This design comes from an exercise in tuning for small area, a short achievable clock period and few clock cycles per item on the open sky130 flow, not from production work.
RTL that was checked went through simulation tests only; none was proved equivalent to the original.

==> flow/design.v <==
module cordic #(parameter WIDTH = 32, ITER = 16)(
    input clk,
    input rst,
    input start,
    input mode,  
    input signed [WIDTH-1:0] x_in,
    input signed [WIDTH-1:0] y_in,
    input signed [WIDTH-1:0] z_in,
    output signed [WIDTH-1:0] x_out,
    output signed [WIDTH-1:0] y_out,
    output signed [WIDTH-1:0] z_out,
    output reg done
);
    localparam signed [WIDTH-1:0] K = 32'sd19898;   
    reg signed [WIDTH-1:0] x, y, z;
    reg [3:0] i;       
    reg [3:0] ix, iy;  
    reg busy;
    reg mode_r;        
    function signed [WIDTH-1:0] atan_table;
        input [3:0] idx;
        case (idx)
            4'd0:  atan_table = 32'sd25736;
            4'd1:  atan_table = 32'sd15192;
            4'd2:  atan_table = 32'sd8027;
            4'd3:  atan_table = 32'sd4074;
            4'd4:  atan_table = 32'sd2045;
            4'd5:  atan_table = 32'sd1023;
            4'd6:  atan_table = 32'sd511;
            4'd7:  atan_table = 32'sd256;
            4'd8:  atan_table = 32'sd128;
            4'd9:  atan_table = 32'sd64;
            4'd10: atan_table = 32'sd32;
            4'd11: atan_table = 32'sd16;
            4'd12: atan_table = 32'sd8;
            4'd13: atan_table = 32'sd4;
            4'd14: atan_table = 32'sd2;
            default: atan_table = 32'sd1;
        endcase
    endfunction
    function [WIDTH-1:0] addsub;
        input [WIDTH-1:0] a;
        input [WIDTH-1:0] b;
        input sub;
        reg [WIDTH-1:0] bb, p, g, pp, gg, pn, gn;
        begin
            bb = b ^ {WIDTH{sub}};
            p = a ^ bb;
            g = a & bb;
            g[0] = g[0] | (p[0] & sub);
            gg = g; pp = p; gn = g; pn = p;
                gn[1] = gg[1] | (pp[1] & gg[0]); pn[1] = pp[1] & pp[0];
                gn[3] = gg[3] | (pp[3] & gg[2]); pn[3] = pp[3] & pp[2];
                gn[5] = gg[5] | (pp[5] & gg[4]); pn[5] = pp[5] & pp[4];
                gn[7] = gg[7] | (pp[7] & gg[6]); pn[7] = pp[7] & pp[6];
                gn[9] = gg[9] | (pp[9] & gg[8]); pn[9] = pp[9] & pp[8];
                gn[11] = gg[11] | (pp[11] & gg[10]); pn[11] = pp[11] & pp[10];
                gn[13] = gg[13] | (pp[13] & gg[12]); pn[13] = pp[13] & pp[12];
                gn[15] = gg[15] | (pp[15] & gg[14]); pn[15] = pp[15] & pp[14];
                gn[17] = gg[17] | (pp[17] & gg[16]); pn[17] = pp[17] & pp[16];
                gn[19] = gg[19] | (pp[19] & gg[18]); pn[19] = pp[19] & pp[18];
                gn[21] = gg[21] | (pp[21] & gg[20]); pn[21] = pp[21] & pp[20];
                gn[23] = gg[23] | (pp[23] & gg[22]); pn[23] = pp[23] & pp[22];
                gn[25] = gg[25] | (pp[25] & gg[24]); pn[25] = pp[25] & pp[24];
                gn[27] = gg[27] | (pp[27] & gg[26]); pn[27] = pp[27] & pp[26];
                gn[29] = gg[29] | (pp[29] & gg[28]); pn[29] = pp[29] & pp[28];
                gn[31] = gg[31] | (pp[31] & gg[30]); pn[31] = pp[31] & pp[30];
                gg = gn; pp = pn;
                gn[3] = gg[3] | (pp[3] & gg[1]); pn[3] = pp[3] & pp[1];
                gn[7] = gg[7] | (pp[7] & gg[5]); pn[7] = pp[7] & pp[5];
                gn[11] = gg[11] | (pp[11] & gg[9]); pn[11] = pp[11] & pp[9];
                gn[15] = gg[15] | (pp[15] & gg[13]); pn[15] = pp[15] & pp[13];
                gn[19] = gg[19] | (pp[19] & gg[17]); pn[19] = pp[19] & pp[17];
                gn[23] = gg[23] | (pp[23] & gg[21]); pn[23] = pp[23] & pp[21];
                gn[27] = gg[27] | (pp[27] & gg[25]); pn[27] = pp[27] & pp[25];
                gn[31] = gg[31] | (pp[31] & gg[29]); pn[31] = pp[31] & pp[29];
                gg = gn; pp = pn;
                gn[7] = gg[7] | (pp[7] & gg[3]); pn[7] = pp[7] & pp[3];
                gn[15] = gg[15] | (pp[15] & gg[11]); pn[15] = pp[15] & pp[11];
                gn[23] = gg[23] | (pp[23] & gg[19]); pn[23] = pp[23] & pp[19];
                gn[31] = gg[31] | (pp[31] & gg[27]); pn[31] = pp[31] & pp[27];
                gg = gn; pp = pn;
                gn[15] = gg[15] | (pp[15] & gg[7]); pn[15] = pp[15] & pp[7];
                gn[31] = gg[31] | (pp[31] & gg[23]); pn[31] = pp[31] & pp[23];
                gg = gn; pp = pn;
                gn[31] = gg[31] | (pp[31] & gg[15]); pn[31] = pp[31] & pp[15];
                gg = gn; pp = pn;
                gn[23] = gg[23] | (pp[23] & gg[15]); pn[23] = pp[23] & pp[15];
                gg = gn; pp = pn;
                gn[11] = gg[11] | (pp[11] & gg[7]); pn[11] = pp[11] & pp[7];
                gn[19] = gg[19] | (pp[19] & gg[15]); pn[19] = pp[19] & pp[15];
                gn[27] = gg[27] | (pp[27] & gg[23]); pn[27] = pp[27] & pp[23];
                gg = gn; pp = pn;
                gn[5] = gg[5] | (pp[5] & gg[3]); pn[5] = pp[5] & pp[3];
                gn[9] = gg[9] | (pp[9] & gg[7]); pn[9] = pp[9] & pp[7];
                gn[13] = gg[13] | (pp[13] & gg[11]); pn[13] = pp[13] & pp[11];
                gn[17] = gg[17] | (pp[17] & gg[15]); pn[17] = pp[17] & pp[15];
                gn[21] = gg[21] | (pp[21] & gg[19]); pn[21] = pp[21] & pp[19];
                gn[25] = gg[25] | (pp[25] & gg[23]); pn[25] = pp[25] & pp[23];
                gn[29] = gg[29] | (pp[29] & gg[27]); pn[29] = pp[29] & pp[27];
                gg = gn; pp = pn;
                gn[2] = gg[2] | (pp[2] & gg[1]); pn[2] = pp[2] & pp[1];
                gn[4] = gg[4] | (pp[4] & gg[3]); pn[4] = pp[4] & pp[3];
                gn[6] = gg[6] | (pp[6] & gg[5]); pn[6] = pp[6] & pp[5];
                gn[8] = gg[8] | (pp[8] & gg[7]); pn[8] = pp[8] & pp[7];
                gn[10] = gg[10] | (pp[10] & gg[9]); pn[10] = pp[10] & pp[9];
                gn[12] = gg[12] | (pp[12] & gg[11]); pn[12] = pp[12] & pp[11];
                gn[14] = gg[14] | (pp[14] & gg[13]); pn[14] = pp[14] & pp[13];
                gn[16] = gg[16] | (pp[16] & gg[15]); pn[16] = pp[16] & pp[15];
                gn[18] = gg[18] | (pp[18] & gg[17]); pn[18] = pp[18] & pp[17];
                gn[20] = gg[20] | (pp[20] & gg[19]); pn[20] = pp[20] & pp[19];
                gn[22] = gg[22] | (pp[22] & gg[21]); pn[22] = pp[22] & pp[21];
                gn[24] = gg[24] | (pp[24] & gg[23]); pn[24] = pp[24] & pp[23];
                gn[26] = gg[26] | (pp[26] & gg[25]); pn[26] = pp[26] & pp[25];
                gn[28] = gg[28] | (pp[28] & gg[27]); pn[28] = pp[28] & pp[27];
                gn[30] = gg[30] | (pp[30] & gg[29]); pn[30] = pp[30] & pp[29];
                gg = gn; pp = pn;
            addsub = p ^ {gg[WIDTH-2:0], sub};
        end
    endfunction
    wire signed [WIDTH-1:0] xs = x >>> ix;
    wire signed [WIDTH-1:0] ys = y >>> iy;
    reg d_r, dn_r;
    wire d = d_r;
    wire signed [WIDTH-1:0] xn = addsub(x, ys, d);
    wire signed [WIDTH-1:0] yn = addsub(y, xs, dn_r);
    wire signed [WIDTH-1:0] zn = addsub(z, atan_table(i), d);
    wire load = start & ~busy;
    wire d_next = load ? (mode ? y_in[WIDTH-1] : ~z_in[WIDTH-1])
                       : (mode_r ? yn[WIDTH-1] : ~zn[WIDTH-1]);
    always @(posedge clk) begin
        d_r <= d_next;
        dn_r <= ~d_next;
        if (load) begin
            x <= mode ? x_in : K;
            y <= mode ? y_in : {WIDTH{1'b0}};
            z <= mode ? {WIDTH{1'b0}} : z_in;
        end else begin
            x <= xn;
            y <= yn;
            z <= zn;
        end
    end
    always @(posedge clk or posedge rst) begin
        if (rst) begin
            busy <= 1'b0;
            done <= 1'b0;
            i <= 4'd0;
            ix <= 4'd0;
            iy <= 4'd0;
            mode_r <= 1'b0;
        end else begin
            done <= busy & (i == ITER - 1);
            if (busy) begin
                i <= i + 4'd1;
                ix <= ix + 4'd1;
                iy <= iy + 4'd1;
            end
            if (load) begin
                busy <= 1'b1;
                mode_r <= mode;
            end else if (i == ITER - 1) begin
                busy <= 1'b0;
            end
        end
    end
    assign x_out = x;
    assign y_out = y;
    assign z_out = z;
endmodule
export LEC_CHECK = 0
export ABC_AREA = 1
export CAP_MARGIN = 20
export CORE_MARGIN = 2
export CORE_UTILIZATION = 40
export SETUP_SLACK_MARGIN = 3.5
export SLEW_MARGIN = 20
create_clock -name core_clock -period 7.0 [get_ports {clk}]
standard.sh (not shown) runs the stock make flow with config.mk's settings and CLKGATE_MAP_FILE= SYNTH_SCRIPT=/design/flow/synth_recipe.tcl, a recipe that flattens the netlist after the stock synthesis.
==> flow/flow/run.sh <==
#!/bin/bash
# The standard layout with two changes: plain buf_1 cells as the port buffers
# (buffer_ports otherwise picks delay buffers), and no adder-cell mapping in
# synthesis (ADDER_MAP_FILE empty), so abc maps the adders' prefix logic from
# gates instead of ha/fa cells. Registers and their names are unchanged.
# make's output goes to make.log here; each ORFS step keeps its own log under orfs/logs.
set -euo pipefail
export BUFFER_PORTS_ARGS="-buffer_cell sky130_fd_sc_hd__buf_1"
bash standard.sh ADDER_MAP_FILE= finish > make.log 2>&1
Next try:
--- a/flow/design.v
+++ b/flow/design.v
@@ -119,19 +119,14 @@
         end
     endfunction
     wire signed [WIDTH-1:0] xs = x >>> ix;
     wire signed [WIDTH-1:0] ys = y >>> iy;
-    reg d_r, dn_r;
-    wire d = d_r;
+    wire d = mode_r ? y[WIDTH-1] : ~z[WIDTH-1];
     wire signed [WIDTH-1:0] xn = addsub(x, ys, d);
-    wire signed [WIDTH-1:0] yn = addsub(y, xs, dn_r);
+    wire signed [WIDTH-1:0] yn = addsub(y, xs, ~d);
     wire signed [WIDTH-1:0] zn = addsub(z, atan_table(i), d);
     wire load = start & ~busy;
-    wire d_next = load ? (mode ? y_in[WIDTH-1] : ~z_in[WIDTH-1])
-                       : (mode_r ? yn[WIDTH-1] : ~zn[WIDTH-1]);
     always @(posedge clk) begin
-        d_r <= d_next;
-        dn_r <= ~d_next;
         if (load) begin
             x <= mode ? x_in : K;
             y <= mode ? y_in : {WIDTH{1'b0}};
             z <= mode ? {WIDTH{1'b0}} : z_in;
Outcome: Worst setup slack gains 0.10 ns; final area is lower by about 6%; synthesized cell count is higher by 1.1%; critical path depth is higher by 17; global-route usage is lower by 0.13 points; register-to-register slack loses 0.02 ns; sequential share of layout area is higher by 0.67 points; wire length is lower by about 3.5%; count of clock-buffer cells in the layout is lower by 9; first-iteration DRC count is higher by 9.2%; die area barely changes; via count is lower by about 1%.
Testbench counts after the change, summed over its fixed seeds: cycles 57,592, ops 3,200.
No functional check of the RTL was part of the first run of this note.

[afterwards: timing with drivers on the ports]
No port has a modelled driver above. Below, the same layouts with a new extraction and two added sets of constraints. Step 1 (the two cells are an assumption about what drives the block):
set clk [get_ports {clk}]
set_driving_cell -lib_cell sky130_fd_sc_hd__clkbuf_16 $clk
set_driving_cell -lib_cell sky130_fd_sc_hd__buf_2 [delete_from_list [all_inputs] $clk]
Step 2 also shifts input and output timing later by t, the mid clock arrival at the registers, as if the neighbouring blocks saw the same clock. Three values: ideal ports, drivers, drivers and shift; two values: the first two.
run	t (ns)	setup WS [ns]	worst hold slack (ns)	clock arrival spread, ns
the first run	0.474	3.673 / 3.702 / 3.228	0.555 / 0.555 / 0.555	0.009 / 0.009
the second run	0.423	3.773 / 3.773 / 3.552	0.585 / 0.585 / 0.585	0.016 / 0.017
After both steps every run listed still meets setup and hold. For the first run, which loses most, drivers alone change the setup slack by +0.029 ns; drivers and shift together by -0.445 ns.
